This design comes from an exercise in tuning for small area, a short achievable clock period and few clock cycles on the open sky130 flow, not from production work.
Where RTL was checked, it was by simulation tests only, not by an equivalence proof against the original.
Only the layout flow was run in run 6; the RTL was not checked for function there.
Power figures rest on the tool's default switching activity, not on a simulated workload.

[config.mk]
export PLATFORM = sky130hd
export DESIGN_NAME = s_core
export DESIGN_NICKNAME = s_core
export VERILOG_FILES = /design/flow/design.v
export SDC_FILE = /design/flow/constraint.sdc
export NUM_CORES = 4
export LEC_CHECK = 0
export CAP_MARGIN = 20
export CORE_MARGIN = 2
export CORE_UTILIZATION = 40
export CTS_CLUSTER_DIAMETER = 60
export CTS_CLUSTER_SIZE = 30
export PLACE_DENSITY = 0.6
export SLEW_MARGIN = 20
[constraint.sdc]
create_clock -name core_clock -period 28.0 [get_ports {clk}]
set_input_delay 5.6000 -clock core_clock [delete_from_list [all_inputs] [get_ports {clk}]]
set_output_delay 5.6000 -clock core_clock [all_outputs]
set_load 0.01 [all_outputs]
[design.v]
module ks_add32(
input wire [31:0] i_a,
input wire [31:0] i_b,
input wire i_cin,
output wire [32:0] o_sum
);
wire [31:0] p0 = i_a ^ i_b;
wire [31:0] g0 = i_a & i_b;
wire [31:0] g [0:5];
wire [31:0] p [0:5];
assign g[0] = {g0[31:1], g0[0] | (p0[0] & i_cin)};
assign p[0] = p0;
genvar l, i;
generate
for (l = 0; l < 5; l = l + 1) begin : lvl
    for (i = 0; i < 32; i = i + 1) begin : b
        if (i >= (1 << l)) begin : comb
            assign g[l+1][i] = g[l][i] | (p[l][i] & g[l][i - (1 << l)]);
            assign p[l+1][i] = p[l][i] & p[l][i - (1 << l)];
        end else begin : pass
            assign g[l+1][i] = g[l][i];
            assign p[l+1][i] = p[l][i];
        end
    end
end
endgenerate
assign o_sum = {g[5][31], p0 ^ {g[5][30:0], i_cin}};
endmodule
`timescale 1ns / 1ps
module s_core(
input wire clk ,
input wire rst_n,
output wire[31:0] o_imem_addr,
input wire[31:0] i_imem_data,
output wire[31:0] o_dmem_addr,
output wire[3:0] o_dmem_we,
output wire[31:0] o_dmem_wdata,
input wire[31:0] i_dmem_rdata
);
reg [31:2] pc;           
reg [31:0] ir;           
reg        vx;           
assign o_imem_addr = {pc, 2'b00};
wire [4:0] opc = ir[6:2];
wire [4:0] rd  = ir[11:7];
wire [4:0] rs1 = ir[19:15];
wire [4:0] rs2 = ir[24:20];
wire [2:0] f3  = ir[14:12];
wire is_lui   = opc == 5'b01101;
wire is_auipc = opc == 5'b00101;
wire is_jal   = opc == 5'b11011;
wire is_jalr  = opc == 5'b11001;
wire is_br    = opc == 5'b11000;
wire is_ld    = opc == 5'b00000;
wire is_st    = opc == 5'b01000;
wire is_opi   = opc == 5'b00100;
wire is_op    = opc == 5'b01100;
wire rs1_used = !(is_lui || is_auipc || is_jal);
wire rs2_used = is_op || is_st || is_br;
wire wr_rd    = !(is_st || is_br) && rd != 5'd0;
wire [31:0] imm_i = {{20{ir[31]}}, ir[31:20]};
wire [31:0] imm_s = {{20{ir[31]}}, ir[31:25], ir[11:7]};
wire [31:0] imm_b = {{20{ir[31]}}, ir[7], ir[30:25], ir[11:8], 1'b0};
wire [31:0] imm_u = {ir[31:12], 12'b0};
wire [31:0] imm_j = {{12{ir[31]}}, ir[19:12], ir[20], ir[30:21], 1'b0};
reg [31:0] rf [1:31];
reg [31:1] sel1, sel2;
reg [31:0] rf1, rf2;
integer j;
always @(*) begin
    rf1 = 32'b0;
    rf2 = 32'b0;
    for (j = 1; j < 32; j = j + 1) begin
        rf1 = rf1 | ({32{sel1[j]}} & rf[j]);
        rf2 = rf2 | ({32{sel2[j]}} & rf[j]);
    end
end
reg       m_ldv;         
reg [4:0] m_rd;
reg [2:0] m_f3;
reg [1:0] m_off;
reg       w_ldv;         
reg [4:0] w_rd;
reg [2:0] w_f3;
reg [1:0] w_off;
reg        lb_v;         
reg [4:0]  lb_rd;
reg [31:0] lb_val;
reg [31:0] w_val;
reg [31:0] w_sh;
always @(*) begin
    w_sh = i_dmem_rdata >> {w_off, 3'b000};
    case (w_f3[1:0])
        2'b00:   w_val = {{24{~w_f3[2] & w_sh[7]}}, w_sh[7:0]};
        2'b01:   w_val = {{16{~w_f3[2] & w_sh[15]}}, w_sh[15:0]};
        default: w_val = i_dmem_rdata;
    endcase
end
wire fw1 = lb_v && lb_rd == rs1;
wire fw2 = lb_v && lb_rd == rs2;
wire [31:0] a = fw1 ? lb_val : rf1;
wire [31:0] b = fw2 ? lb_val : rf2;
wire hz1 = rs1_used && ((m_ldv && m_rd == rs1) || (w_ldv && w_rd == rs1));
wire hz2 = rs2_used && ((m_ldv && m_rd == rs2) || (w_ldv && w_rd == rs2));
wire drain = lb_v && w_ldv;              
wire stall = vx && (hz1 || hz2 || (drain && wr_rd));
wire go    = vx && !stall;               
wire x_we  = go && wr_rd;
wire lb_we = lb_v && !x_we;
wire use_imm = !(is_op || is_br);
wire [31:0] opb = !use_imm ? b : (is_st ? imm_s : imm_i);
wire sub = is_br || ((is_op || is_opi) && (f3 == 3'b010 || f3 == 3'b011)) || (is_op && f3 == 3'b000 && ir[30]);
wire [32:0] sum;
ks_add32 u_add(.i_a(a), .i_b(sub ? ~opb : opb), .i_cin(sub), .o_sum(sum));
wire ltu = ~sum[32];
wire lts = (a[31] ^ opb[31]) ? a[31] : sum[31];
wire eq  = a == b;
wire [4:0] shamt = opb[4:0];
wire shl = ~f3[2];
reg [31:0] a_rev, sh_rev;
wire [31:0] sh_out;
integer k;
always @(*) for (k = 0; k < 32; k = k + 1) begin a_rev[k] = a[31-k]; sh_rev[k] = sh_out[31-k]; end
wire [31:0] sh_in = shl ? a_rev : a;
wire [32:0] sh_ext = {ir[30] & ~shl & a[31], sh_in};
wire [32:0] sh_full = $signed(sh_ext) >>> shamt;
assign sh_out = sh_full[31:0];
wire [31:0] shres = shl ? sh_rev : sh_out;
reg [31:0] alu;
always @(*) begin
    case (f3)
        3'b000: alu = sum[31:0];
        3'b001: alu = shres;
        3'b010: alu = {31'b0, lts};
        3'b011: alu = {31'b0, ltu};
        3'b100: alu = a ^ opb;
        3'b101: alu = shres;
        3'b110: alu = a | opb;
        default: alu = a & opb;
    endcase
end
wire [31:0] immx  = is_br ? imm_b : is_jal ? imm_j : imm_u;
wire [31:0] pcimm = {pc, 2'b00} + (immx - 32'd4);
wire [31:0] res = is_lui ? imm_u :
                  is_auipc ? pcimm :
                  (is_jal || is_jalr) ? {pc, 2'b00} :
                  alu;
reg bcond;
always @(*) begin
    case (f3)
        3'b000: bcond = eq;
        3'b001: bcond = !eq;
        3'b100: bcond = lts;
        3'b101: bcond = !lts;
        3'b110: bcond = ltu;
        default: bcond = !ltu;
    endcase
end
wire taken = go && (is_jal || is_jalr || (is_br && bcond));
wire [31:2] target = is_jalr ? sum[31:2] : pcimm[31:2];
wire [4:0]  wa = x_we ? rd : lb_rd;
wire [31:0] wd = x_we ? res : lb_val;
always @(posedge clk) begin
    if (x_we || lb_we)
        rf[wa] <= wd;
end
always @(posedge clk) begin
    if (!rst_n) begin
        pc <= 30'd0;
        vx <= 1'b0;
    end else if (taken) begin
        pc <= target;
        vx <= 1'b0;
    end else if (!stall) begin
        pc <= pc + 30'd1;
        vx <= 1'b1;
    end
end
integer q;
always @(posedge clk) begin
    if (!stall) begin
        ir  <= i_imem_data;
        for (q = 1; q < 32; q = q + 1) begin
            sel1[q] <= i_imem_data[19:15] == q;
            sel2[q] <= i_imem_data[24:20] == q;
        end
    end
end
reg [29:0] m_addr;
reg [3:0]  m_we;
reg [31:0] m_wdata;
assign o_dmem_addr  = {2'b00, m_addr};
assign o_dmem_we    = m_we;
assign o_dmem_wdata = m_wdata;
always @(posedge clk) begin
    m_addr  <= sum[31:2];
    m_wdata <= f3[1] ? b : f3[0] ? {2{b[15:0]}} : {4{b[7:0]}};
    m_f3    <= f3;
    m_off   <= sum[1:0];
    m_rd    <= rd;
    w_rd    <= m_rd;
    w_f3    <= m_f3;
    w_off   <= m_off;
end
always @(posedge clk) begin
    if (!rst_n) begin
        m_we  <= 4'b0;
        m_ldv <= 1'b0;
        w_ldv <= 1'b0;
        lb_v  <= 1'b0;
    end else begin
        m_we  <= (go && is_st) ? (f3[1] ? 4'b1111 :
                                  f3[0] ? (sum[1] ? 4'b1100 : 4'b0011) :
                                  (4'b0001 << sum[1:0])) : 4'b0000;
        m_ldv <= go && is_ld && rd != 5'd0;
        w_ldv <= m_ldv && !(x_we && rd == m_rd);
        if (w_ldv && !(x_we && rd == w_rd))
            lb_v <= 1'b1;
        else if (lb_we || (x_we && rd == lb_rd))
            lb_v <= 1'b0;
    end
end
always @(posedge clk) begin
    if (w_ldv) begin
        lb_val <= w_val;
        lb_rd  <= w_rd;
    end
end
endmodule
[flow/run.sh]
#!/bin/bash
# Standard ORFS layout (the standard.sh, unchanged synthesis), with the
# repair_timing steps asked for extra setup margin so the resizer works on the
# critical paths instead of stopping at the (loose) clock constraint, and the
# port buffers made plain buffers instead of the delay cell buffer_ports picks.
# The SDC is the standard flow's own, unchanged.
set -euo pipefail
cd "$(dirname "$0")/.."
MARGIN=$(cat flow/margin.txt)
bash standard.sh SETUP_SLACK_MARGIN=$MARGIN TNS_END_PERCENT=$(cat flow/tns.txt) \
  "BUFFER_PORTS_ARGS=-buffer_cell sky130_fd_sc_hd__buf_2" finish > flow_make.log 2>&1
[flow/margin.txt]
21.2
[flow/tns.txt]
10
[standard.sh]
#!/bin/bash
# synth_recipe.tcl (not shown) runs the flow's synth.tcl, then flattens the netlist and writes it again
# the make line also repeats each setting of config.mk as NAME=value (left out here)
make -C /OpenROAD-flow-scripts/flow DESIGN_CONFIG=/design/flow/config.mk WORK_HOME=/design/flow/orfs CLKGATE_MAP_FILE= SYNTH_SCRIPT=/design/flow/synth_recipe.tcl "${@:-finish}"
==> results of run 1 <==
==> final cells by class <==
cell class / count / area share
Multi-Input combinational cell: 3477 / 0.346
Antenna cell: 25 / 0.000879
Sequential cell: 1241 / 0.508
Inverter: 193 / 0.0104
Tap cell: 2044 / 0.0359
Clock buffer: 105 / 0.0357
Timing Repair Buffer: 499 / 0.0504
Clock inverter: 73 / 0.0130
==> cells in the mapped netlist, drive strengths merged, types with 48 or more instances <==
cell type and count:
dfxtp 120, a221oi 55, nand4 172, nor3 155
nand3 116, inv 191, a22oi 819, edfxtp 1121
xnor2 119, a22o 48, clkbuf 294, nand2 340
a31oi 104, a222oi 64, nor2 317, buf 86
o21ai 127, mux2i 147, ha 153, a21oi 212
==> how the worst max path moves through the flow <==
stage,from,end,slack [ns]
6_report,sel2[19],rf[12][17],20.88
4_1_cts,pc[26],o_imem_addr[26],21.01
3_5_place_dp,ir[24],rf[23][28],19.35
2_1_floorplan,i_dmem_rdata[31],lb_val[21],20.93
3_3_place_gp,ir[24],rf[23][28],19.36
5_1_grt,pc[18],o_imem_addr[18],21.04
==> where the power goes <==
| group | internal, W | total, W | switching (W) | leakage, nW |
|---|---|---|---|---|
| registers | 0.00210 | 0.00214 | 0.0000353 | 11.4 |
| logic | 0.000298 | 0.00101 | 0.000716 | 11.6 |
| clock network | 0.000735 | 0.00153 | 0.000796 | 1.67 |
==> metal layers <==
metal / vias to the layer above / global-route usage
met5: - / 0.00847
li1: 21500 / -
met2: 6761 / 0.579
met1: 27500 / 0.470
met4: 16 / 0.326
met3: 2284 / 0.204
==> state kept, by name (all words and copies together) (netlist names), 2 cells and up <==
| register | cells |
|---|---|
| sel1 | 31 |
| m_f3 | 3 |
| rf | 992 |
| sel2 | 31 |
| w_rd | 5 |
| ir | 30 |
| pc | 30 |
| m_rd | 5 |
| lb_rd | 5 |
| m_we | 4 |
| m_addr | 30 |
| w_off | 2 |
| lb_val | 32 |
| m_wdata | 32 |
| m_off | 2 |
| w_f3 | 3 |
==> critical path, delay by kind of cell (launching register included) <==
| family | cells | cell delay (ns) |
|---|---|---|
| AOI/OAI and AO/OA | 8 | 2.48 |
| xor gates and xnor gates | 2 | 0.87 |
| adders and majority gates | 1 | 0.39 |
| buffers and inverters | 5 | 1.79 |
| DFF | 1 | 0.33 |
| and+or+nand+nor | 5 | 0.87 |
==> cell families (layout without fill, tap and decap cells) <==
family	Yosys count	in the layout
compound gates	1712	1718
xor+xnor	162	162
fa+ha+maj	155	155
buf+inv	573	870
flops	1241	1241
mux	175	175
other cells	1	29
simple gates	1262	1263
==> timing repair <==
| item | 4_1_cts | 5_1_grt |
|---|---|---|
| endpoints found under the setup margin | 995 | 876 |
| gates cloned | 4 | 6 |
| resized for setup | 97 | 73 |
| buffers inserted | 22 | 24 |
| pin swaps | 13 | 19 |
==> stage by stage <==
stage               hold slack [ns]  power, W  setup slack, ns  cell area [um^2]
finish                        0.331   0.00468            20.88             71200
global route                  0.338   0.00475            21.04             71100
CTS                           0.333   0.00458            21.01             70500
detailed placement            0.316   0.00308            19.35             66400
global placement              0.311   0.00307            19.36             66400
floorplan                     0.310   0.00265            20.93             62000
==> impl_metrics.yaml, run 1 <==
global_route:
  grt_pass1_wl_mm: 444
  grt_util_all_layers: 0.411
  first_global_vias: 52500
  grt_remaining_overflow: 0
  antenna_found_initial: 16
  grt_max_degree: 75
floorplan:
  ios: 166
  initial_core_util: 0.402
  die_h_um: 397
  std_cell_rows: 144
  die_width_um: 397
  die-area_mm2: 0.158
  core_region_area_mm2: 0.154
yosys:
  yosys.area_share.adder: 0.0316
  netlist_area_mm2: 0.0619
  synth_mux_area_frac: 0.0296
  synth_top_area_share: 0.544
  synthTopCellsByArea: "edfxtp_1, a22oi_1, dfxtp_1"
  ys_seq_area_frac: 0.583
  synth_compound_area_frac: 0.199
  synth.avg_cell_area_um2: 11.7
  ys_types: 84
  synth_edf_count: 1121
  synth_top_cell_by_area: "edfxtp_1"
  synth-xor-area-share: 0.0234
  yosys.area_share.simple: 0.0971
  synth_ff_type: "edfxtp_1"
  async_flop_share: 0
  netlist_instances: 5281
  yosysWarnings: 2
  synth_top_family_by_area: "compound AO/OA/AOI/OAI gates"
  ys_seq_elements: 1241
place:
  gp_congestion: 1.05
  dp_hpwl_mm: 202
  port_buffers: 159
  dp_cells: 7398
drt:
  drc_errors: 0
  ant_nets: 0
  detail_route.first_pass.iterations: 14
  met2_length_mm: 135
  post_drt_wl_per_cell_um: 44.4
  top_layer: "met5"
  wl_met1_mm: 106
  wl_met3_mm: 60.9
  drtIter0Drc: 14100
  routed_wl_mm: 340
  vias_per_cell: 7.58
  via_count: 58000
final_layout:
  nFillCells: 13900
  multi_input_area_mm2: 0.0246
  final_cells: 7657
  final_cell_mix: "edfxtp_1, a22oi_1, nand2_1, buf_4, nor2_1"
  fin_nets: 5728
  synthToLayoutAreaGrowth_pct: 15.0
  utilization: 0.463
  layout-drive-gt1-share: 0.159
  regArea_mm2: 0.0362
  final_common_cell: "edfxtp_1"
critical_path:
  cp.arrival_ns: 7.59
  worstReg2RegEnd: "rf[12][17]"
  critPathKind: "reg -> reg"
  slowest_stage: "a31oi_4"
  r2r_cells: 21
  cpMostUsedCell: "buf_4"
  crit_path_max_fanout: 19
  r2r_setup_slack_ns: 20.88
  end_kind: "flip-flop"
  r2r-start: "sel2[19]"
  required_ns: 28.47
  cp_cell_sequence: "buf_4, buf_4, a22oi_1, nand4_1, nor2_1, a31oi_1, buf_4, o21a_1, buf_4, inv_1, xnor2_1, ha_1, and3_1, and3b_1, o2111ai_1, nand3_2, o31ai_1, a311oi_1, xor2_1, a22oi_2, a31oi_4"
  cp-start-kind: "flip-flop"
  crit_path_max_incr_delay_ns: 0.74
timing:
  fin_crit_ns: 7.12
  rsz0062_at_grt: "yes"
  final.setup.tns_ns: 0
  maxSlewHeadroom: -0.627
  final-setup-viol-count: 0
  clock.fmax_mhz: 140
  finalHoldViolations: 0
  slew_violations: 9
  worst_pin_slew_ns: 2.42
  timing.final.crit_share: 0.254
  finClkSkew_ns: 0.0585
flow_run:
  cap_violations: 2
hold_path:
  hold_path_depth: 0
  whs_endpoint: "w_f3[1]"
  hp-class: "reg -> reg"
  hold_start: "m_f3[1]"
power:
  leakage_nw: 24.6
  ir_drop_mv: 0.0559
  pwr_density_cell_mw_per_mm2: 65.8
clocking:
  clk_pin_slew_worst_paths_ns: 0.09
  numCtsBuffers: 95
  clock_latency_ns: 0.79
  hold_buffers: 0
  root_buffer: "clkbuf_16"
  cts.sinks: 1241
  cts_tree: "yes"
  ctsLongestPathBuffers: 3
  htree_num_levels: 3
status:
  status: "failed layout checks"
  so_faults: "capacitance limit, slew limit"
Testbench counts, summed over its fixed seeds: cycles 88,639.
==> inputs of run 2 (changes only) <==
--- a/design.v
+++ b/design.v
@@ -97,6 +97,5 @@
     endcase
 end
-wire fw1 = lb_v && lb_rd == rs1;
-wire fw2 = lb_v && lb_rd == rs2;
+reg fw1, fw2;
 wire [31:0] a = fw1 ? lb_val : rf1;
 wire [31:0] b = fw2 ? lb_val : rf2;
@@ -208,5 +207,4 @@
         m_ldv <= 1'b0;
         w_ldv <= 1'b0;
-        lb_v  <= 1'b0;
     end else begin
         m_we  <= (go && is_st) ? (f3[1] ? 4'b1111 :
@@ -215,9 +213,15 @@
         m_ldv <= go && is_ld && rd != 5'd0;
         w_ldv <= m_ldv && !(x_we && rd == m_rd);
-        if (w_ldv && !(x_we && rd == w_rd))
-            lb_v <= 1'b1;
-        else if (lb_we || (x_we && rd == lb_rd))
-            lb_v <= 1'b0;
-    end
+    end
+end
+wire       lb_v_n  = rst_n && ((w_ldv && !(x_we && rd == w_rd)) ||
+                               (lb_v && !lb_we && !(x_we && rd == lb_rd)));
+wire [4:0] lb_rd_n = w_ldv ? w_rd : lb_rd;
+wire [4:0] rs1_n   = stall ? rs1 : i_imem_data[19:15];
+wire [4:0] rs2_n   = stall ? rs2 : i_imem_data[24:20];
+always @(posedge clk) begin
+    lb_v <= lb_v_n;
+    fw1  <= lb_v_n && lb_rd_n == rs1_n;
+    fw2  <= lb_v_n && lb_rd_n == rs2_n;
 end
 always @(posedge clk) begin
--- a/config.mk
+++ b/config.mk
@@ -9,6 +9,6 @@
 export CORE_MARGIN = 2
 export CORE_UTILIZATION = 40
-export CTS_CLUSTER_DIAMETER = 60
-export CTS_CLUSTER_SIZE = 30
+export CTS_CLUSTER_DIAMETER = 80
+export CTS_CLUSTER_SIZE = 20
 export PLACE_DENSITY = 0.6
 export SLEW_MARGIN = 20
==> impl_metrics.yaml, run 2 <==
status:
  status: "failed layout checks"
  so_faults: "capacitance limit, slew limit"
power:
  pwr_density_cell_mw_per_mm2: 62.5
  power_frac_comb: 0.226
  power.switching_w: 0.00143
  p_int_w: 0.00296
  seqPwrFrac: 0.488
  swShare: 0.325
  p_clk_frac: 0.286
  leakage_nw: 24.3
  ir_drop_mv: 0.0431
yosys:
  yosysWarnings: 2
  yosysMostFrequentCell: "edfxtp_1"
  synth.avg_cell_area_um2: 12.0
  netlist_instances: 5198
  synth_top_cell_by_area: "edfxtp_1"
  synth_common_cells: "edfxtp_1, a22oi_1, a221oi_1"
  synth_edf_count: 1116
  ys_types: 96
  synth_top_area_share: 0.538
  async_flop_share: 0
  ys_seq_area_frac: 0.579
  netlist_area_mm2: 0.0623
  synth_ff_type: "edfxtp_1"
  synthTopCellsByArea: "edfxtp_1, a221oi_1, a22o_1"
  ys_seq_elements: 1243
global_route:
  grt_max_degree: 77
  grt_remaining_overflow: 0
  grt_util_all_layers: 0.409
  first_global_vias: 51600
  antenna_found_initial: 14
  grt_pass1_wl_mm: 443
hold_path:
  hp-class: "reg -> reg"
  hold_start: "m_f3[2]"
place:
  dp_cells: 7274
  dp_hpwl_mm: 204
  port_buffers: 159
  gp_congestion: 1.06
  pre_cts_slack_ns: 19.72
  placed_cell_area_mm2: 0.0665
final_layout:
  final_cells: 7456
  final_common_cell: "edfxtp_1"
  synthToLayoutAreaGrowth_pct: 12.8
  regMostFlops: "rf"
  stdcell_area_mm2: 0.0703
  layout-drive-gt1-share: 0.147
  fin_nets: 5567
  final_cell_mix: "edfxtp_1, a22oi_1, a221oi_1, a22o_1, nand2_1"
  largest_reg_flops: 992
  reg_top3: "rf (992), lb_val (32), m_wdata (32)"
clocking:
  root_buffer: "clkbuf_16"
  numCtsBuffers: 80
  clk_pin_slew_worst_paths_ns: 0.09
  cts.sinks: 1243
  htree_num_levels: 3
  clock_latency_ns: 0.76
  ctsLongestPathBuffers: 3
  cts_tree: "yes"
drt:
  post_drt_wl_per_cell_um: 45.2
  drtIter0Drc: 13100
  vias_per_cell: 7.67
  drc_errors: 0
  detail_route.first_pass.iterations: 21
  ant_nets: 0
  via_count: 57200
  routed_wl_mm: 337
timing:
  final.setup.tns_ns: 0
  maxSlewHeadroom: -0.0485
  worst_slack_ns: 20.94
  rsz0062_at_grt: "yes"
  clock.fmax_mhz: 142
  finClkSkew_ns: 0.0436
  timing.final.crit_share: 0.252
  worst_pin_slew_ns: 1.56
  fin_crit_ns: 7.06
  final-setup-viol-count: 0
  finalHoldViolations: 0
  slew_violations: 3
floorplan:
  core_region_area_mm2: 0.154
  ios: 166
  die_width_um: 399
  die_h_um: 399
  initial_core_util: 0.404
  die-area_mm2: 0.159
  std_cell_rows: 144
flow_run:
  cap_violations: 1
critical_path:
  cp.arrival_ns: 7.48
  cp-start-kind: "flip-flop"
  r2r-start: "sel1[11]"
  required_ns: 28.42
  end_kind: "flip-flop"
  crit_path_max_fanout: 31
  startpoint: "sel1[11]"
  critPathKind: "reg -> reg"
==> run 2: cell count changes after synthesis, moves of 66 or more <==
cell,previous run,this run
nor2_1,317,232
nor3_1,155,58
a21oi_1,211,290
clkbuf_1,294,228
a31oi_1,102,33
a221oi_1,55,326
a22oi_1,819,341
a22o_1,48,315
==> run 2: worst paths after layout <==
kind,end,slack [ns],cells past startpoint
min reg2reg,w_f3[2],0.34,0
max,rf[17][10],20.94,16
min,w_f3[2],0.34,0
max reg2reg,rf[17][10],20.94,16
==> run 2: metal layers <==
layer  up-vias  part of all wire  global-route usage
met5         -            0.0029              0.0121
met4        32              0.11               0.329
met3      2016              0.18               0.200
met2      6410              0.39               0.564
met1     27500              0.32               0.478
li1      21200                 -                   -
==> run 2: final cells by class <==
cell class	count	area (um^2)
fillers	13900	84200
flip-flops and latches	1243	36100
multi-input cells	3381	25000
repair buffers	444	3340
well taps	2044	2560
clock buffers	100	2140
inverters	196	776
clock inverters	24	318
diodes	24	60.1
==> run 2: cell families after synthesis <==
family                   Yosys count  synth area share
AND/OR/NAND/NOR                 1086            0.0849
adder cells (fa/ha/maj)          155            0.0314
multiplexers                     139            0.0239
other                              1         0.0000602
XOR/XNOR                         168            0.0236
flip-flops                      1243             0.579
AO/OA/AOI/OAI                   1825             0.220
buffers and inverters            581            0.0375
==> run 2: stage by stage <==
step / power (W) / utilization / hold slack, ns
floorplan: 0.00265 / - / 0.310
detailed placement: 0.00307 / 0.431 / 0.315
CTS: 0.00429 / 0.450 / 0.339
global placement: 0.00307 / 0.431 / 0.314
global route: 0.00445 / 0.455 / 0.351
finish: 0.00439 / 0.455 / 0.338
==> run 2: power groups by stage <==
stage / combinational, W / clock, W / sequential, W
after global routing: 0.00100 / 0.00130 / 0.00215
after detailed placement: 0.000888 / 0 / 0.00218
after floorplan: 0.000467 / 0 / 0.00219
after global placement: 0.000886 / 0 / 0.00218
final: 0.000993 / 0.00125 / 0.00214
after CTS: 0.000907 / 0.00124 / 0.00214
==> run 2: timing repair <==
item,CTS,global route
gates resized for setup,72,126
pin swaps,8,14
gates cloned,4,3
hold buffers,0,0
setup endpoints to repair,1030,814
buffers inserted,15,12
==> run 2: worst max-delay path, cell delays in order, from the launching register on <==
cell,delay (ns)
edfxtp_1,0.34
buf_4,0.51
buf_4,0.61
a22o_1,0.27
a221oi_1,0.06
nand3_1,0.13
o32a_1,0.88
mux2i_1,0.26
and4_1,0.29
a311oi_1,0.65
inv_1,0.22
mux2_2,0.33
o21ai_0,0.50
inv_1,0.09
o22ai_1,0.52
a21oi_1,0.32
o21ai_4,0.73
Testbench counts of run 2, summed over its fixed seeds: cycles 88,639.
==> inputs of run 3 (changes only) <==
==> flow/run.sh (replaced) <==
#!/bin/bash
# Standard ORFS layout (the standard.sh, unchanged synthesis), with the
# repair_timing steps asked for extra setup margin so the resizer works on the
# critical paths instead of stopping at the (loose) clock constraint, the port
# buffers made plain buffers instead of the delay cell buffer_ports picks, and
# no gate cloning (clones overloaded their drivers once antenna diodes were
# added). The SDC is the standard flow's own, unchanged. ORFS writes each step's log under
# orfs/logs; make's own output goes to flow_make.log.
set -euo pipefail
cd "$(dirname "$0")/.."
MARGIN=$(cat flow/margin.txt)
bash standard.sh SETUP_SLACK_MARGIN=$MARGIN TNS_END_PERCENT=$(cat flow/tns.txt) SKIP_GATE_CLONING=1 \
  "BUFFER_PORTS_ARGS=-buffer_cell sky130_fd_sc_hd__buf_2" finish > flow_make.log 2>&1
--- a/config.mk
+++ b/config.mk
@@ -6,5 +6,5 @@
 export NUM_CORES = 4
 export LEC_CHECK = 0
-export CAP_MARGIN = 20
+export CAP_MARGIN = 30
 export CORE_MARGIN = 2
 export CORE_UTILIZATION = 40
@@ -12,3 +12,3 @@
 export CTS_CLUSTER_SIZE = 20
 export PLACE_DENSITY = 0.6
-export SLEW_MARGIN = 20
+export SLEW_MARGIN = 30
==> impl_metrics.yaml, run 3 <==
global_route:
  grt_max_degree: 77
  grt_remaining_overflow: 0
  antenna_found_initial: 24
  grt_util_all_layers: 0.409
  first_global_vias: 51800
  grt_pass1_wl_mm: 444
clocking:
  cts_tree: "yes"
  clock_latency_ns: 0.76
  cts.sinks: 1243
  htree_num_levels: 3
  ctsLongestPathBuffers: 3
  hold_buffers: 0
  root_buffer: "clkbuf_16"
  clk_pin_slew_worst_paths_ns: 0.09
  numCtsBuffers: 80
critical_path:
  cp-start-kind: "flip-flop"
  critPathKind: "reg -> reg"
  required_ns: 28.47
  end_kind: "flip-flop"
  cp.arrival_ns: 7.44
  crit_path_max_fanout: 31
floorplan:
  std_cell_rows: 144
  initial_core_util: 0.404
  core_region_area_mm2: 0.154
  ios: 166
  die_width_um: 399
  die_h_um: 399
  die-area_mm2: 0.159
power:
  ir_drop_mv: 0.0433
  pwr_density_cell_mw_per_mm2: 62.2
  leakage_nw: 24.6
timing:
  rsz0062_at_grt: "yes"
  worst_pin_slew_ns: 1.17
  clock.fmax_mhz: 143
  fin_crit_ns: 6.98
  finalHoldViolations: 0
  maxSlewHeadroom: 0.211
  final-setup-viol-count: 0
  slew_violations: 0
  timing.final.crit_share: 0.249
  finClkSkew_ns: 0.0388
  final.setup.tns_ns: 0
drt:
  drtIter0Drc: 13100
  ant_nets: 0
  vias_per_cell: 7.71
  routed_wl_mm: 337
  post_drt_wl_per_cell_um: 45.0
  detail_route.first_pass.iterations: 13
  via_count: 57800
  drc_errors: 0
yosys:
  ys_seq_area_frac: 0.579
  ys_seq_elements: 1243
  async_flop_share: 0
  synth_ff_type: "edfxtp_1"
  netlist_instances: 5198
  synth_common_cells: "edfxtp_1, a22oi_1, a221oi_1"
  ys_types: 96
  synthTopCellsByArea: "edfxtp_1, a221oi_1, a22o_1"
  netlist_area_mm2: 0.0623
  synth_edf_count: 1116
  synth_top_area_share: 0.538
  synth_top_cell_by_area: "edfxtp_1"
  yosysWarnings: 2
  yosysMostFrequentCell: "edfxtp_1"
  synth.avg_cell_area_um2: 12.0
final_layout:
  final_cell_mix: "edfxtp_1, a22oi_1, a221oi_1, a22o_1, nand2_1"
  final_cells: 7492
  synthToLayoutAreaGrowth_pct: 13.7
  nFillCells: 13900
  largest_reg_flops: 992
  regMostFlops: "rf"
  layout-drive-gt1-share: 0.156
  reg_top3: "rf (992), lb_val (32), m_wdata (32)"
  fin_nets: 5600
  final_common_cell: "edfxtp_1"
place:
  gp_congestion: 1.06
  dp_cells: 7280
  dp_hpwl_mm: 205
  port_buffers: 159
status:
  status: "timing/DRC/antenna clean"
flow_run:
  cap_violations: 0
hold_path:
  hp-class: "reg -> reg"
## run 3: cells by family (layout without fill, tap and decap cells)
group,count (synthesis),count (layout),synth area share
fa+ha+maj,155,155,0.0314
flops,1243,1243,0.579
compound gates,1825,1825,0.220
mux,139,139,0.0239
simple gates,1086,1086,0.0849
other cells,1,30,0.0000602
buf+inv,581,802,0.0375
xor+xnor,168,168,0.0236
## run 3: power breakdown
group          total [W]  internal, W  switching [W]
Clock            0.00127     0.000570       0.000699
Combinational   0.000999     0.000293       0.000706
Sequential       0.00214      0.00210      0.0000359
## run 3: worst max-delay path, stage by stage, from the launching register on
cell       delay (ns)
edfxtp_1         0.33
buf_4            0.47
buf_6            0.44
a221oi_1         0.14
nand4_1          0.13
o32a_1           0.18
buf_6            0.31
a211oi_2         0.13
a211oi_2         0.23
buf_6            0.28
clkinv_1         0.16
buf_12           0.19
xnor2_1          0.14
ha_1             0.38
o21ai_0          0.13
inv_1            0.07
a21oi_1          0.17
o311ai_0         0.40
a31oi_1          0.19
xnor2_2          0.52
a221oi_1         0.24
a2111oi_0        0.70
a211o_2          0.65
## run 3: final timing paths
kind	from	endpoint	slack [ns]	cells after the start
worst min-delay path	m_f3[1]	w_f3[1]	0.34	0
worst max register to register	sel2[22]	rf[19][15]	21.02	22
worst max-delay path	sel2[22]	rf[19][15]	21.02	22
worst min register to register	m_f3[1]	w_f3[1]	0.34	0
## run 3: cell type report
| cell class | instances | area (um^2) | area share |
|---|---|---|---|
| antenna | 26 | 65.1 | 0.000918 |
| clock inverter | 28 | 402 | 0.00567 |
| sequential | 1243 | 36200 | 0.510 |
| tap | 2044 | 2560 | 0.0361 |
| multi-input combinational | 3377 | 25000 | 0.352 |
| inverter | 196 | 768 | 0.0108 |
| timing repair buffer | 481 | 3840 | 0.0542 |
| clock buffer | 97 | 2090 | 0.0294 |
## run 3: repair_timing
item,CTS,global route
setup buffers,37,22
gates cloned,0,0
pin swaps,5,17
resized for setup,117,136
endpoints found under the setup margin,1032,815
## run 3: layer usage
layer  GRT usage  share of wire  up-vias
met1       0.484           0.32    28000
li1            -              -    21300
met4       0.329           0.11       24
met5      0.0106         0.0017        -
met2       0.565           0.39     6457
met3       0.192           0.17     2032
## run 3: stage by stage
stage	power, W	hold slack (ns)	area [um^2]	util	worst slack (ns)
final	0.00441	0.335	70900	0.459	21.02
after global routing	0.00446	0.344	70800	0.459	21.08
after CTS	0.00431	0.336	69900	0.452	21.09
after detailed placement	0.00308	0.313	66700	0.432	19.73
after global placement	0.00307	0.314	66500	0.431	19.81
after floorplan	0.00265	0.310	62300	-	20.93
==> inputs of run 4 (changes only) <==
--- a/config.mk
+++ b/config.mk
@@ -6,5 +6,5 @@
 export NUM_CORES = 4
 export LEC_CHECK = 0
-export CAP_MARGIN = 30
+export CAP_MARGIN = 20
 export CORE_MARGIN = 2
 export CORE_UTILIZATION = 40
@@ -12,3 +12,3 @@
 export CTS_CLUSTER_SIZE = 20
 export PLACE_DENSITY = 0.6
-export SLEW_MARGIN = 30
+export SLEW_MARGIN = 20
==> impl_metrics.yaml, run 4 <==
final_layout:
  regMostFlops: "rf"
  nFillCells: 13900
  fin_nets: 5562
  layout-drive-gt1-share: 0.145
  final_cell_mix: "edfxtp_1, a22oi_1, a221oi_1, a22o_1, nand2_1"
  reg_top3: "rf (992), lb_val (32), m_wdata (32)"
  synthToLayoutAreaGrowth_pct: 12.4
  final_common_cell: "edfxtp_1"
  final_cells: 7453
  largest_reg_flops: 992
clocking:
  clock_latency_ns: 0.76
  numCtsBuffers: 80
  htree_num_levels: 3
  cts_tree: "yes"
  hold_buffers: 0
  cts.sinks: 1243
  clk_pin_slew_worst_paths_ns: 0.09
  ctsLongestPathBuffers: 3
  root_buffer: "clkbuf_16"
power:
  leakage_nw: 24.3
  pwr_density_cell_mw_per_mm2: 62.4
  ir_drop_mv: 0.0426
critical_path:
  end_kind: "flip-flop"
  slowest_stage: "a311oi_1"
  required_ns: 28.41
  cp.arrival_ns: 7.54
  crit_path_max_fanout: 31
  cp-start-kind: "flip-flop"
  cp_cell_sequence: "buf_4, buf_4, a22o_1, a221oi_1, nand4_1, o32a_1, and3_1, o211ai_1, a311oi_1, inv_1, mux2_2, o21ai_0, inv_1, o22ai_1, a21oi_1, o21ai_4"
  crit_path_max_incr_delay_ns: 0.77
  critPathKind: "reg -> reg"
timing:
  worst_pin_slew_ns: 1.26
  finClkSkew_ns: 0.0449
  clock.fmax_mhz: 140
  maxSlewHeadroom: 0.153
  timing.final.crit_share: 0.255
  final-setup-viol-count: 0
  fin_crit_ns: 7.13
  rsz0062_at_grt: "yes"
  finalHoldViolations: 0
  slew_violations: 0
  final.setup.tns_ns: 0
global_route:
  grt_max_degree: 77
  grt_pass1_wl_mm: 441
  antenna_found_initial: 20
  grt_util_all_layers: 0.407
  grt_remaining_overflow: 0
  first_global_vias: 51400
status:
  status: "timing/DRC/antenna clean"
yosys:
  yosysWarnings: 2
  netlist_instances: 5198
  synth_common_cells: "edfxtp_1, a22oi_1, a221oi_1"
  synthTopCellsByArea: "edfxtp_1, a221oi_1, a22o_1"
  synth_ff_type: "edfxtp_1"
  synth.avg_cell_area_um2: 12.0
  netlist_area_mm2: 0.0623
  yosysMostFrequentCell: "edfxtp_1"
  async_flop_share: 0
  synth_top_area_share: 0.538
  ys_seq_elements: 1243
  synth_top_cell_by_area: "edfxtp_1"
  synth_edf_count: 1116
  ys_seq_area_frac: 0.579
  ys_types: 96
drt:
  ant_nets: 0
  drc_errors: 0
  post_drt_wl_per_cell_um: 45.0
  vias_per_cell: 7.68
  via_count: 57200
  drtIter0Drc: 13000
  detail_route.first_pass.iterations: 17
  routed_wl_mm: 335
place:
  dp_cells: 7274
  dp_hpwl_mm: 204
  gp_congestion: 1.06
  port_buffers: 159
floorplan:
  std_cell_rows: 144
  core_region_area_mm2: 0.154
  die_width_um: 399
  die_h_um: 399
  die-area_mm2: 0.159
  initial_core_util: 0.404
  ios: 166
hold_path:
  hp-class: "reg -> reg"
flow_run:
  cap_violations: 0
==> run 4: kinds of logic (layout without fill, tap and decap cells) <==
group | Yosys count | after routing | synth area share
compound gates | 1825 | 1825 | 0.220
flops | 1243 | 1243 | 0.579
simple gates | 1086 | 1086 | 0.0849
buf+inv | 581 | 763 | 0.0375
xor+xnor | 168 | 168 | 0.0236
fa+ha+maj | 155 | 155 | 0.0314
mux | 139 | 139 | 0.0239
other cells | 1 | 30 | 0.0000602
==> run 4: cell type report <==
class                      instances  area (um^2)  share of cell area
clock inverter                    24          318             0.00454
inverter                         196          759              0.0108
timing repair buffer             443         3270              0.0467
tap                             2044         2560              0.0365
sequential                      1243        36100               0.516
antenna                           26         65.1            0.000929
multi-input combinational       3377        24800               0.354
clock buffer                     100         2140              0.0306
==> run 4: per-stage QoR <==
stage / hold slack (ns) / cell area [um^2] / total power (W) / util / worst slack (ns)
floorplan: 0.310 / 62300 / 0.00265 / - / 20.93
global placement: 0.314 / 66500 / 0.00307 / 0.431 / 19.81
detailed placement: 0.315 / 66500 / 0.00307 / 0.431 / 19.72
CTS: 0.339 / 69400 / 0.00428 / 0.449 / 21.00
global route: 0.351 / 70000 / 0.00444 / 0.453 / 21.00
finish: 0.346 / 70000 / 0.00437 / 0.453 / 20.87
==> run 4: worst paths after layout <==
kind                            cells past startpoint     start  slack [ns]          to
worst max-delay path                               16  sel1[18]       20.87  rf[17][10]
worst min-delay path                                0   m_f3[0]        0.35     w_f3[0]
worst max register to register                     16  sel1[18]       20.87  rf[17][10]
worst min register to register                      0   m_f3[0]        0.35     w_f3[0]
==> run 4: critical path: cells and delay by family (launching register included) <==
family	cells	cell delay, ns
mux	1	0.33
buf+inv	4	1.37
flops	1	0.33
compound gates	9	4.12
simple gates	2	0.61
==> run 4: metal layers <==
metal  GRT usage  vias up  routed length [um]
li1            -    21200                   -
met1       0.478    27500              107000
met2       0.563     6482              132000
met3       0.195     2017               60300
met4       0.324       22               35700
met5      0.0109        -                 439
==> run 4: where the power goes <==
part	leakage (nW)	total, W	switching [W]	internal, W
logic	11.7	0.000978	0.000696	0.000282
clock network	1.19	0.00125	0.000682	0.000568
registers	11.4	0.00214	0.0000379	0.00210
==> run 4: repair_timing <==
item                       in CTS  in global routing
hold endpoints to repair        0                  0
setup endpoints to repair    1030                906
buffers inserted               16                 12
pin swaps                       5                 14
gates resized for setup        86                 92
==> inputs of run 5 (changes only) <==
--- a/design.v
+++ b/design.v
@@ -105,4 +105,6 @@
 wire stall = vx && (hz1 || hz2 || (drain && wr_rd));
 wire go    = vx && !stall;               
+wire [4:0] rs1_n   = stall ? rs1 : i_imem_data[19:15];
+wire [4:0] rs2_n   = stall ? rs2 : i_imem_data[24:20];
 wire x_we  = go && wr_rd;
 wire lb_we = lb_v && !x_we;
@@ -176,12 +178,13 @@
     end
 end
+always @(posedge clk) begin
+    if (!stall)
+        ir  <= i_imem_data;
+end
 integer q;
 always @(posedge clk) begin
-    if (!stall) begin
-        ir  <= i_imem_data;
-        for (q = 1; q < 32; q = q + 1) begin
-            sel1[q] <= i_imem_data[19:15] == q;
-            sel2[q] <= i_imem_data[24:20] == q;
-        end
+    for (q = 1; q < 32; q = q + 1) begin
+        sel1[q] <= rs1_n == q;
+        sel2[q] <= rs2_n == q;
     end
 end
@@ -218,6 +221,4 @@
                                (lb_v && !lb_we && !(x_we && rd == lb_rd)));
 wire [4:0] lb_rd_n = w_ldv ? w_rd : lb_rd;
-wire [4:0] rs1_n   = stall ? rs1 : i_imem_data[19:15];
-wire [4:0] rs2_n   = stall ? rs2 : i_imem_data[24:20];
 always @(posedge clk) begin
     lb_v <= lb_v_n;
--- a/config.mk
+++ b/config.mk
@@ -6,5 +6,5 @@
 export NUM_CORES = 4
 export LEC_CHECK = 0
-export CAP_MARGIN = 20
+export CAP_MARGIN = 30
 export CORE_MARGIN = 2
 export CORE_UTILIZATION = 40
@@ -12,3 +12,3 @@
 export CTS_CLUSTER_SIZE = 20
 export PLACE_DENSITY = 0.6
-export SLEW_MARGIN = 20
+export SLEW_MARGIN = 30
==> impl_metrics.yaml, run 5 <==
status:
  status: "timing/DRC/antenna clean"
power:
  seqPwrFrac: 0.489
  leakage_nw: 23.8
  power.switching_w: 0.00141
  p_int_w: 0.00296
  p_clk_frac: 0.295
  power_frac_comb: 0.217
  pwr_density_cell_mw_per_mm2: 63.4
  swShare: 0.322
  ir_drop_mv: 0.0442
timing:
  finClkSkew_ns: 0.0878
  final.setup.tns_ns: 0
  final-setup-viol-count: 0
  clock.fmax_mhz: 141
  slew_violations: 0
  maxSlewHeadroom: 0.239
  worst_slack_ns: 20.90
  fin_crit_ns: 7.10
  worst_pin_slew_ns: 1.14
  rsz0062_at_grt: "yes"
  finalHoldViolations: 0
  timing.final.crit_share: 0.254
yosys:
  netlist_area_mm2: 0.0617
  synth_top_area_share: 0.513
  ys_types: 98
  synth_top_cell_by_area: "edfxtp_1"
  synth_edf_count: 1054
  yosysMostFrequentCell: "edfxtp_1"
  ys_seq_area_frac: 0.574
  yosysWarnings: 2
  synth.avg_cell_area_um2: 12.1
  synth_common_cells: "edfxtp_1, a22oi_1, a221oi_1"
  async_flop_share: 0
  netlist_instances: 5110
  synthTopCellsByArea: "edfxtp_1, dfxtp_1, a221oi_1"
  synth_ff_type: "edfxtp_1"
  ys_seq_elements: 1243
global_route:
  grt_max_degree: 64
  grt_util_all_layers: 0.398
  grt_pass1_wl_mm: 431
  grt_remaining_overflow: 0
  antenna_found_initial: 24
  first_global_vias: 50800
hold_path:
  hp-class: "reg -> reg"
  hold_path_depth: 0
final_layout:
  reg_top3: "rf (992), lb_val (32), m_wdata (32)"
  final_cells: 7319
  final_cell_mix: "edfxtp_1, a22oi_1, a221oi_1, a22o_1, a21oi_1"
  layout-drive-gt1-share: 0.145
  largest_reg_flops: 992
  synthToLayoutAreaGrowth_pct: 11.9
  final_common_cell: "edfxtp_1"
  utilization: 0.449
  nFillCells: 14000
  fin_nets: 5424
  regMostFlops: "rf"
drt:
  ant_nets: 0
  vias_per_cell: 7.63
  via_count: 55800
  detail_route.first_pass.iterations: 11
  routed_wl_mm: 325
  drc_errors: 0
  drtIter0Drc: 12200
  post_drt_wl_per_cell_um: 44.4
clocking:
  htree_num_levels: 3
  cts.sinks: 1243
  cts_tree: "yes"
  numCtsBuffers: 82
  clock_latency_ns: 0.77
  clk_pin_slew_worst_paths_ns: 0.08
  ctsLongestPathBuffers: 3
  root_buffer: "clkbuf_16"
  hold_buffers: 0
critical_path:
  crit_path_max_fanout: 37
  critPathKind: "reg -> reg"
  cp-start-kind: "flip-flop"
  required_ns: 28.51
  cp.arrival_ns: 7.61
  r2r_setup_slack_ns: 20.90
  end_kind: "flip-flop"
  r2r_cells: 22
floorplan:
  die-area_mm2: 0.157
  ios: 166
  die_width_um: 397
  initial_core_util: 0.402
  die_h_um: 397
  std_cell_rows: 144
  core_region_area_mm2: 0.154
place:
  gp_congestion: 0.996
  dp_hpwl_mm: 193
  port_buffers: 159
  pre_cts_slack_ns: 19.73
  dp_cells: 7148
flow_run:
  cap_violations: 0
-- run 5: changes by cell type after synthesis, sizes merged, moves of 18 or more --
cell and change:
dfxtp +62, mux2i +61, nand3 -41, o211ai -23, nor3 -21, xor2 -19
nand2 -46, a32oi +20, a21oi -18, buf -35, clkbuf +22, edfxtp -62
o311ai +18
-- run 5: routing by layer --
metal,GRT usage,share of wire
met1,0.468,0.33
met2,0.563,0.40
met3,0.189,0.17
met4,0.293,0.099
met5,0,0.0014
-- run 5: layout make-up --
type                    count  area (um^2)  share of cell area
well taps                2044         2560              0.0370
diodes                     19         47.5            0.000689
clock inverters            32          462             0.00669
clock buffers             105         2170              0.0314
repair buffers            378         2680              0.0389
multi-input cells        3294        24800               0.359
flip-flops and latches   1243        35600               0.515
inverters                 204          781              0.0113
-- run 5: worst paths after layout --
check              end     start
max reg2reg  rf[8][31]  sel2[14]
min reg2reg    w_f3[1]   m_f3[1]
max          rf[8][31]  sel2[14]
min            w_f3[1]   m_f3[1]
-- run 5: worst max-delay path, stage by stage (launching register included) --
cell	delay, ns
dfxtp_2	0.78
buf_4	0.67
a221oi_1	0.20
nand4_1	0.16
o32a_1	0.15
buf_4	0.25
nand2_1	0.10
o21ai_2	0.07
buf_4	0.38
inv_2	0.05
clkbuf_8	0.26
xnor2_1	0.18
ha_1	0.42
and3_1	0.21
nand3_1	0.15
nor4_4	0.26
nor3_2	0.14
or4_1	0.69
nand2_1	0.22
xor2_4	0.41
a221o_1	0.24
nand3_1	0.27
nand3_4	0.47
-- run 5: logic make-up (layout without fill, tap and decap cells) --
family | after synthesis | after routing | synth area share
compound gates | 1790 | 1790 | 0.220
flops | 1243 | 1243 | 0.574
simple gates | 990 | 990 | 0.0802
buf+inv | 576 | 719 | 0.0377
mux | 192 | 192 | 0.0327
xor+xnor | 163 | 163 | 0.0231
fa+ha+maj | 155 | 155 | 0.0317
other cells | 1 | 23 | 0.0000608
-- run 5: per-stage QoR --
step                      total power [W]  hold slack (ns)  instance area, um^2
after floorplan                   0.00264            0.310                61800
after global placement            0.00304            0.311                65600
after detailed placement          0.00304            0.316                65700
after CTS                         0.00430            0.337                68700
after global routing              0.00445            0.346                69000
final                             0.00437            0.334                69000
-- run 5: timing repair --
| action | 4_1_cts | 5_1_grt |
|---|---|---|
| pin swaps | 5 | 3 |
| buffers inserted | 7 | 5 |
| gates resized for setup | 61 | 58 |
| endpoints found under the setup margin | 814 | 802 |
-- run 5: power by group through the flow --
stage	clock [W]	sequential, W	combinational (W)
2_1_floorplan	0	0.00217	0.000466
3_3_place_gp	0	0.00218	0.000864
3_5_place_dp	0	0.00218	0.000865
4_1_cts	0.00128	0.00213	0.000886
5_1_grt	0.00135	0.00214	0.000964
6_report	0.00129	0.00214	0.000947
Testbench counts of run 5, summed over its fixed seeds: cycles 88,639.
==> inputs of run 6 (changes only) <==
--- a/design.v
+++ b/design.v
@@ -40,4 +40,5 @@
 reg [31:2] pc;           
 reg [31:0] ir;           
+reg [31:2] pcx;          
 reg        vx;           
 assign o_imem_addr = {pc, 2'b00};
@@ -65,5 +66,4 @@
 wire [31:0] imm_j = {{12{ir[31]}}, ir[19:12], ir[20], ir[30:21], 1'b0};
 reg [31:0] rf [1:31];
-reg [31:1] sel1, sel2;
 reg [31:0] rf1, rf2;
 integer j;
@@ -72,6 +72,6 @@
     rf2 = 32'b0;
     for (j = 1; j < 32; j = j + 1) begin
-        rf1 = rf1 | ({32{sel1[j]}} & rf[j]);
-        rf2 = rf2 | ({32{sel2[j]}} & rf[j]);
+        rf1 = rf1 | ({32{rs1 == j}} & rf[j]);
+        rf2 = rf2 | ({32{rs2 == j}} & rf[j]);
     end
 end
@@ -86,16 +86,19 @@
 reg        lb_v;         
 reg [4:0]  lb_rd;
+reg [2:0]  lb_f3;
+reg [1:0]  lb_off;
+reg [31:0] lb_raw;
 reg [31:0] lb_val;
-reg [31:0] w_val;
-reg [31:0] w_sh;
-always @(*) begin
-    w_sh = i_dmem_rdata >> {w_off, 3'b000};
-    case (w_f3[1:0])
-        2'b00:   w_val = {{24{~w_f3[2] & w_sh[7]}}, w_sh[7:0]};
-        2'b01:   w_val = {{16{~w_f3[2] & w_sh[15]}}, w_sh[15:0]};
-        default: w_val = i_dmem_rdata;
+reg [31:0] lb_sh;
+always @(*) begin
+    lb_sh = lb_raw >> {lb_off, 3'b000};
+    case (lb_f3[1:0])
+        2'b00:   lb_val = {{24{~lb_f3[2] & lb_sh[7]}}, lb_sh[7:0]};
+        2'b01:   lb_val = {{16{~lb_f3[2] & lb_sh[15]}}, lb_sh[15:0]};
+        default: lb_val = lb_raw;
     endcase
 end
-reg fw1, fw2;
+wire fw1 = lb_v && lb_rd == rs1;
+wire fw2 = lb_v && lb_rd == rs2;
 wire [31:0] a = fw1 ? lb_val : rf1;
 wire [31:0] b = fw2 ? lb_val : rf2;
@@ -105,6 +108,4 @@
 wire stall = vx && (hz1 || hz2 || (drain && wr_rd));
 wire go    = vx && !stall;               
-wire [4:0] rs1_n   = stall ? rs1 : i_imem_data[19:15];
-wire [4:0] rs2_n   = stall ? rs2 : i_imem_data[24:20];
 wire x_we  = go && wr_rd;
 wire lb_we = lb_v && !x_we;
@@ -141,9 +142,8 @@
     endcase
 end
-wire [31:0] immx  = is_br ? imm_b : is_jal ? imm_j : imm_u;
-wire [31:0] pcimm = {pc, 2'b00} + (immx - 32'd4);
+wire [31:0] pcimm = {pcx, 2'b00} + (is_br ? imm_b : is_jal ? imm_j : imm_u);
 wire [31:0] res = is_lui ? imm_u :
                   is_auipc ? pcimm :
-                  (is_jal || is_jalr) ? {pc, 2'b00} :
+                  (is_jal || is_jalr) ? {pc, 2'b00} :    
                   alu;
 reg bcond;
@@ -179,12 +179,7 @@
 end
 always @(posedge clk) begin
-    if (!stall)
+    if (!stall) begin
         ir  <= i_imem_data;
-end
-integer q;
-always @(posedge clk) begin
-    for (q = 1; q < 32; q = q + 1) begin
-        sel1[q] <= rs1_n == q;
-        sel2[q] <= rs2_n == q;
+        pcx <= pc;
     end
 end
@@ -210,4 +205,5 @@
         m_ldv <= 1'b0;
         w_ldv <= 1'b0;
+        lb_v  <= 1'b0;
     end else begin
         m_we  <= (go && is_st) ? (f3[1] ? 4'b1111 :
@@ -216,18 +212,16 @@
         m_ldv <= go && is_ld && rd != 5'd0;
         w_ldv <= m_ldv && !(x_we && rd == m_rd);
-    end
-end
-wire       lb_v_n  = rst_n && ((w_ldv && !(x_we && rd == w_rd)) ||
-                               (lb_v && !lb_we && !(x_we && rd == lb_rd)));
-wire [4:0] lb_rd_n = w_ldv ? w_rd : lb_rd;
-always @(posedge clk) begin
-    lb_v <= lb_v_n;
-    fw1  <= lb_v_n && lb_rd_n == rs1_n;
-    fw2  <= lb_v_n && lb_rd_n == rs2_n;
+        if (w_ldv && !(x_we && rd == w_rd))
+            lb_v <= 1'b1;
+        else if (lb_we || (x_we && rd == lb_rd))
+            lb_v <= 1'b0;
+    end
 end
 always @(posedge clk) begin
     if (w_ldv) begin
-        lb_val <= w_val;
+        lb_raw <= i_dmem_rdata;
         lb_rd  <= w_rd;
+        lb_f3  <= w_f3;
+        lb_off <= w_off;
     end
 end
==> flow/run.sh (replaced) <==
#!/bin/bash
# Standard ORFS layout (the standard.sh, unchanged synthesis), with the
# repair_timing steps asked for extra setup margin so the resizer works on the
# critical paths instead of stopping at the (loose) clock constraint. The SDC
# is the standard flow's own, unchanged.
set -euo pipefail
cd "$(dirname "$0")/.."
MARGIN=$(cat flow/margin.txt)
bash standard.sh SETUP_SLACK_MARGIN=$MARGIN TNS_END_PERCENT=$(cat flow/tns.txt) finish > flow_make.log 2>&1
==> flow/margin.txt (replaced) <==
21
--- a/config.mk
+++ b/config.mk
@@ -6,9 +6,7 @@
 export NUM_CORES = 4
 export LEC_CHECK = 0
-export CAP_MARGIN = 30
+export CAP_MARGIN = 20
 export CORE_MARGIN = 2
 export CORE_UTILIZATION = 40
-export CTS_CLUSTER_DIAMETER = 80
-export CTS_CLUSTER_SIZE = 20
 export PLACE_DENSITY = 0.6
-export SLEW_MARGIN = 30
+export SLEW_MARGIN = 20
==> impl_metrics.yaml, run 6 <==
status:
  status: "timing/DRC/antenna clean"
critical_path:
  worstReg2RegEnd: "pc[24]"
  cp.arrival_ns: 8.00
  cpMostUsedCell: "buf_6"
  crit_path_max_fanout: 27
  r2r_cells: 27
  end_kind: "flip-flop"
  critPathKind: "reg -> reg"
  crit_buf_inv: 7
  r2r_setup_slack_ns: 20.67
  crit_family: "compound AO/OA/AOI/OAI gates"
  r2r-start: "ir[17]"
  slowest_stage: "or3b_2"
  cp-start-kind: "flip-flop"
  required_ns: 28.67
  crit_path_max_incr_delay_ns: 0.65
global_route:
  grt_max_degree: 69
  grt_remaining_overflow: 0
  grt_util_all_layers: 0.436
  grt_pass1_wl_mm: 479
  antenna_found_initial: 34
  first_global_vias: 55100
final_layout:
  reg_top3: "rf (992), lb_raw (32), m_wdata (32)"
  final_cell_mix: "edfxtp_1, a22oi_1, buf_4, nand2_1, and3_1"
  final_common_cell: "edfxtp_1"
  fin_nets: 6068
  synthToLayoutAreaGrowth_pct: 23.7
  layout-drive-gt1-share: 0.200
  utilization: 0.498
  regMostFlops: "rf"
  largest_reg_flops: 992
  stdcell_area_mm2: 0.0779
floorplan:
  std_cell_rows: 145
  die_h_um: 401
  initial_core_util: 0.403
  ios: 166
  die-area_mm2: 0.161
  core_region_area_mm2: 0.156
  die_width_um: 401
place:
  port_buffers: 159
  placed_cell_area_mm2: 0.0686
  pre_cts_slack_ns: 17.94
  dp_hpwl_mm: 220
  gp_congestion: 1.02
drt:
  routed_wl_mm: 369
  ant_nets: 0
  drtIter0Drc: 14400
  detail_route.first_pass.iterations: 9
  drc_errors: 0
  post_drt_wl_per_cell_um: 45.7
  via_count: 61900
  vias_per_cell: 7.65
timing:
  worst_slack_ns: 20.67
  fin_crit_ns: 7.33
  timing.final.crit_share: 0.262
  slew_violations: 0
  final-setup-viol-count: 0
  worst_pin_slew_ns: 1.27
  finalHoldViolations: 0
  finClkSkew_ns: 0.0933
  final.setup.tns_ns: 0
  clock.fmax_mhz: 136
  rsz0062_at_grt: "yes"
  maxSlewHeadroom: 0.144
clocking:
  htree_num_levels: 4
  root_buffer: "clkbuf_16"
  clk_pin_slew_worst_paths_ns: 0.06
  cts_tree: "yes"
  cts.sinks: 1214
  clock_latency_ns: 0.83
  numCtsBuffers: 133
  ctsLongestPathBuffers: 3
  hold_buffers: 0
yosys:
  synth.avg_cell_area_um2: 11.6
  synth_ff_type: "edfxtp_1"
  ys_types: 106
  synthTopCellsByArea: "edfxtp_1, a22oi_1, dfxtp_1"
  yosysMostFrequentCell: "edfxtp_1"
  yosysWarnings: 2
  synth_top_cell_by_area: "edfxtp_1"
  synth_edf_count: 1094
  synth_top_area_share: 0.522
  ys_seq_elements: 1214
  async_flop_share: 0
  netlist_instances: 5449
  synth_common_cells: "edfxtp_1, a22oi_1, nand2_1"
  netlist_area_mm2: 0.0630
  ys_seq_area_frac: 0.560
power:
  leakage_nw: 28.4
  pwr_density_cell_mw_per_mm2: 63.6
  ir_drop_mv: 0.0706
hold_path:
  hold_path_depth: 0
  whs_endpoint: "w_f3[2]"
  hp-class: "reg -> reg"
  hold_start: "m_f3[2]"
flow_run:
  cap_violations: 0
==> run 6: metrics by stage <==
stage | instances | hold WS, ns | power (W)
after floorplan | 5452 | 0.310 | 0.00254
after global placement | 7556 | 0.313 | 0.00301
after detailed placement | 7558 | 0.312 | 0.00301
after CTS | 7905 | 0.325 | 0.00482
after global routing | 8045 | 0.336 | 0.00501
final | 8086 | 0.325 | 0.00495
==> run 6: cell families after synthesis <==
group                      synth area share
DFF                                   0.560
AOI/OAI and AO/OA                     0.190
xor gates and xnor gates             0.0237
and+or+nand+nor                       0.128
other                             0.0000596
muxes                                0.0379
buffers and inverters                0.0355
adders and majority gates            0.0255
==> run 6: worst max path at each step <==
stage | slack (ns) | from | endpoint | cells past startpoint
2_1_floorplan | 20.69 | ir[20] | rf[10][0] | 27
4_1_cts | 20.73 | m_wdata[21] | o_dmem_wdata[21] | 1
5_1_grt | 20.73 | m_wdata[23] | o_dmem_wdata[23] | 1
3_3_place_gp | 17.90 | ir[20] | rf[11][25] | 24
3_5_place_dp | 17.94 | ir[20] | rf[27][25] | 24
6_report | 20.67 | ir[17] | pc[24] | 27
==> run 6: final cells by class <==
| cell class | instances | area (um^2) |
|---|---|---|
| tap | 2058 | 2570 |
| inverter | 131 | 505 |
| timing repair buffer | 681 | 7000 |
| timing repair inverter | 1 | 5.00 |
| antenna | 46 | 115 |
| multi-input combinational | 3713 | 27900 |
| sequential | 1214 | 35400 |
| fill | 13600 | 78300 |
| clock inverter | 75 | 850 |
| clock buffer | 167 | 3550 |
==> run 6: timing repair <==
action                      CTS  global route
buffers inserted             94           112
gates cloned                 11            23
pin swaps                    46            77
resized for setup           390           238
setup endpoints to repair  1141          1057
==> run 6: metal layers <==
| layer | up-vias | part of all wire | global-route usage |
|---|---|---|---|
| met5 | - | 0.0014 | 0.00922 |
| met4 | 28 | 0.12 | 0.369 |
| met1 | 29500 | 0.32 | 0.509 |
| met2 | 7319 | 0.39 | 0.594 |
| met3 | 2428 | 0.17 | 0.214 |
| li1 | 22600 | - | - |
==> run 6: report_power, final <==
group	total (W)	internal, W	switching, W
clock network	0.00180	0.00100	0.000798
registers	0.00208	0.00206	0.0000253
logic	0.00107	0.000350	0.000718
==> run 6: worst register-to-register path, stage by stage, from the launching register on <==
cell       delay [ns]
edfxtp_1         0.34
buf_6            0.38
or3b_2           0.67
nor2_4           0.14
buf_4            0.63
a22o_1           0.37
a221oi_1         0.05
and4_1           0.25
a31oi_1          0.21
buf_4            0.35
ha_1             0.33
buf_6            0.14
a21oi_4          0.15
o21bai_1         0.11
a21o_1           0.19
a221oi_2         0.42
nor3b_1          0.10
or3_1            0.40
a31oi_4          0.20
xnor2_2          0.11
buf_6            0.13
o311a_1          0.28
o22a_2           0.27
o31ai_4          0.26
buf_6            0.22
clkbuf_16        0.20
mux2i_1          0.20
o22ai_1          0.09
==> inputs of run 7 (changes only) <==
--- a/design.v
+++ b/design.v
@@ -40,5 +40,4 @@
 reg [31:2] pc;           
 reg [31:0] ir;           
-reg [31:2] pcx;          
 reg        vx;           
 assign o_imem_addr = {pc, 2'b00};
@@ -66,4 +65,5 @@
 wire [31:0] imm_j = {{12{ir[31]}}, ir[19:12], ir[20], ir[30:21], 1'b0};
 reg [31:0] rf [1:31];
+reg [31:1] sel1, sel2;
 reg [31:0] rf1, rf2;
 integer j;
@@ -72,6 +72,6 @@
     rf2 = 32'b0;
     for (j = 1; j < 32; j = j + 1) begin
-        rf1 = rf1 | ({32{rs1 == j}} & rf[j]);
-        rf2 = rf2 | ({32{rs2 == j}} & rf[j]);
+        rf1 = rf1 | ({32{sel1[j]}} & rf[j]);
+        rf2 = rf2 | ({32{sel2[j]}} & rf[j]);
     end
 end
@@ -142,8 +142,9 @@
     endcase
 end
-wire [31:0] pcimm = {pcx, 2'b00} + (is_br ? imm_b : is_jal ? imm_j : imm_u);
+wire [31:0] immx  = is_br ? imm_b : is_jal ? imm_j : imm_u;
+wire [31:0] pcimm = {pc, 2'b00} + (immx - 32'd4);
 wire [31:0] res = is_lui ? imm_u :
                   is_auipc ? pcimm :
-                  (is_jal || is_jalr) ? {pc, 2'b00} :    
+                  (is_jal || is_jalr) ? {pc, 2'b00} :
                   alu;
 reg bcond;
@@ -178,8 +179,12 @@
     end
 end
+integer q;
 always @(posedge clk) begin
     if (!stall) begin
         ir  <= i_imem_data;
-        pcx <= pc;
+        for (q = 1; q < 32; q = q + 1) begin
+            sel1[q] <= i_imem_data[19:15] == q;
+            sel2[q] <= i_imem_data[24:20] == q;
+        end
     end
 end
==> flow/run.sh (replaced) <==
#!/bin/bash
# Standard ORFS layout (the standard.sh, unchanged synthesis), with the
# repair_timing steps asked for extra setup margin so the resizer works on the
# critical paths instead of stopping at the (loose) clock constraint, and the
# port buffers made plain buffers instead of the delay cell buffer_ports picks.
# The SDC is the standard flow's own, unchanged.
set -euo pipefail
cd "$(dirname "$0")/.."
MARGIN=$(cat flow/margin.txt)
bash standard.sh SETUP_SLACK_MARGIN=$MARGIN TNS_END_PERCENT=$(cat flow/tns.txt) \
  "BUFFER_PORTS_ARGS=-buffer_cell sky130_fd_sc_hd__buf_2" finish > flow_make.log 2>&1
--- a/config.mk
+++ b/config.mk
@@ -9,4 +9,6 @@
 export CORE_MARGIN = 2
 export CORE_UTILIZATION = 40
+export CTS_CLUSTER_DIAMETER = 60
+export CTS_CLUSTER_SIZE = 30
 export PLACE_DENSITY = 0.6
 export SLEW_MARGIN = 20
==> impl_metrics.yaml, run 7 <==
critical_path:
  crit_buf_inv: 4
  crit_path_max_fanout: 50
  end_kind: "flip-flop"
  critPathKind: "in -> reg"
  cp.arrival_ns: 7.80
  cpMostUsedCell: "buf_4"
  crit_family: "buffers and inverters"
  slowest_stage: "a21oi_1"
  required_ns: 28.56
  crit_path_max_incr_delay_ns: 0.55
  cp_cell_sequence: "buf_2, buf_4, clkinv_1, buf_4, nor3_1, nand2_1, a21oi_1"
  cp-start-kind: "primary input"
floorplan:
  die_width_um: 402
  die_h_um: 402
  core_region_area_mm2: 0.158
  initial_core_util: 0.401
  die-area_mm2: 0.162
  ios: 166
  std_cell_rows: 146
drt:
  vias_per_cell: 7.60
  wl_met1_mm: 109
  detail_route.first_pass.iterations: 13
  drtIter0Drc: 12300
  post_drt_wl_per_cell_um: 43.9
  top_layer: "met5"
  met2_length_mm: 137
  drc_errors: 0
  via_count: 58400
  ant_nets: 0
  wl_met3_mm: 55.6
  routed_wl_mm: 337
yosys:
  synth_ff_type: "edfxtp_1"
  synth_common_cells: "edfxtp_1, a221oi_1, a22o_1"
  synth_top_cell_by_area: "edfxtp_1"
  yosysWarnings: 2
  synthTopCellsByArea: "edfxtp_1, a221oi_1, a22o_1"
  async_flop_share: 0
  synth_edf_count: 1126
  netlist_area_mm2: 0.0634
  synth_top_area_share: 0.534
  ys_types: 96
  synth.avg_cell_area_um2: 11.9
  ys_seq_elements: 1246
  netlist_instances: 5306
  ys_seq_area_frac: 0.572
  yosysMostFrequentCell: "edfxtp_1"
final_layout:
  regMostFlops: "rf"
  nFillCells: 14500
  regArea_mm2: 0.0362
  reg_top3: "rf (992), lb_raw (32), m_wdata (32)"
  final_cell_mix: "edfxtp_1, a221oi_1, a22o_1, buf_4, nand2_1"
  synthToLayoutAreaGrowth_pct: 14.6
  largest_reg_flops: 992
  fin_nets: 5728
  final_common_cell: "edfxtp_1"
  layout-drive-gt1-share: 0.160
  multi_input_area_mm2: 0.0258
  utilization: 0.460
place:
  dp_hpwl_mm: 207
  gp_congestion: 1.07
  port_buffers: 159
global_route:
  grt_remaining_overflow: 0
  antenna_found_initial: 10
  grt_util_all_layers: 0.400
  grt_max_degree: 75
  grt_pass1_wl_mm: 447
  first_global_vias: 53200
clocking:
  htree_num_levels: 3
  cts.sinks: 1246
  clock_latency_ns: 0.81
  numCtsBuffers: 96
  root_buffer: "clkbuf_16"
  clk_pin_slew_worst_paths_ns: 0.08
  cts_tree: "yes"
  ctsLongestPathBuffers: 3
power:
  pwr_density_cell_mw_per_mm2: 64.6
  leakage_nw: 25.3
  ir_drop_mv: 0.0740
hold_path:
  hp-class: "reg -> reg"
timing:
  finClkSkew_ns: 0.0959
  final.setup.tns_ns: 0
  finalHoldViolations: 0
  rsz0062_at_grt: "yes"
  clock.fmax_mhz: 138
  final-setup-viol-count: 0
  maxSlewHeadroom: 0.0848
  timing.final.crit_share: 0.258
  fin_crit_ns: 7.23
  worst_pin_slew_ns: 1.36
  slew_violations: 0
flow_run:
  cap_violations: 0
status:
  status: "timing/DRC/antenna clean"
[run 7: cell types whose count changed in the layout (fill, tap and decap cells not counted), sizes merged, moves of 95 or more]
cell           delta
and3            -230
a22oi           -397
inv              +95
a22o            +255
nand3            -96
a221oi          +289
clkdlybuf4s50    -98
[run 7: final timing paths]
kind                 start        end  slack, ns  cells past startpoint
hold / removal    m_off[0]   w_off[0]       0.33                      0
setup reg to reg  sel2[23]  rf[18][0]      20.77                     23
hold reg to reg   m_off[0]   w_off[0]       0.33                      0
setup / recovery     rst_n    m_we[1]      20.77                      7
[run 7: repair_timing]
item	in CTS	in global routing
gates resized for setup	59	83
gates cloned	1	3
hold buffers	0	0
buffers inserted	41	31
setup endpoints to repair	991	680
pin swaps	7	8
[run 7: cells by family (layout without fill, tap and decap cells)]
group | after synthesis | in the layout | synth area share
xor gates and xnor gates | 146 | 146 | 0.0202
muxes | 114 | 114 | 0.0223
other | 1 | 24 | 0.0000592
and+or+nand+nor | 1188 | 1188 | 0.0936
AOI/OAI and AO/OA | 1855 | 1856 | 0.224
DFF | 1246 | 1246 | 0.572
adders and majority gates | 155 | 155 | 0.0308
buffers and inverters | 601 | 881 | 0.0376
[run 7: metal layers]
layer | track usage | vias to the layer above
li1 | - | 22000
met2 | 0.569 | 6414
met1 | 0.465 | 28100
met3 | 0.170 | 1931
met5 | 0 | -
met4 | 0.336 | 4
[run 7: cell type report]
type / instances / share of cell area
clock inverter: 80 / 0.0158
multi-input combinational: 3463 / 0.355
tap: 2072 / 0.0357
inverter: 198 / 0.0106
sequential: 1246 / 0.499
clock buffer: 101 / 0.0333
timing repair buffer: 502 / 0.0506
antenna: 20 / 0.000689
[run 7: report_power, final]
part,internal [W],switching (W),total (W)
logic,0.000287,0.000713,0.00100
registers,0.00211,0.0000260,0.00214
clock network,0.000736,0.000813,0.00155
[run 7: metrics by stage]
step	power [W]	worst slack [ns]	cells	instance area (um^2)	hold slack, ns
floorplan	0.00265	21.25	5309	63400	0.310
global placement	0.00308	19.02	7401	67600	0.312
detailed placement	0.00308	18.96	7402	67600	0.312
CTS	0.00460	20.78	7625	71900	0.332
global route	0.00476	20.79	7664	72600	0.337
finish	0.00469	20.77	7682	72600	0.332
Testbench counts of run 7, summed over its fixed seeds: cycles 88,639.

Check on run 7: ideal ports give 20.766 ns setup slack; a clkbuf_16 on the clock port and buf_2 on the inputs give 20.690 ns; moving port delays by the midpoint clock arrival (0.844 ns) as well gives 19.969 ns.
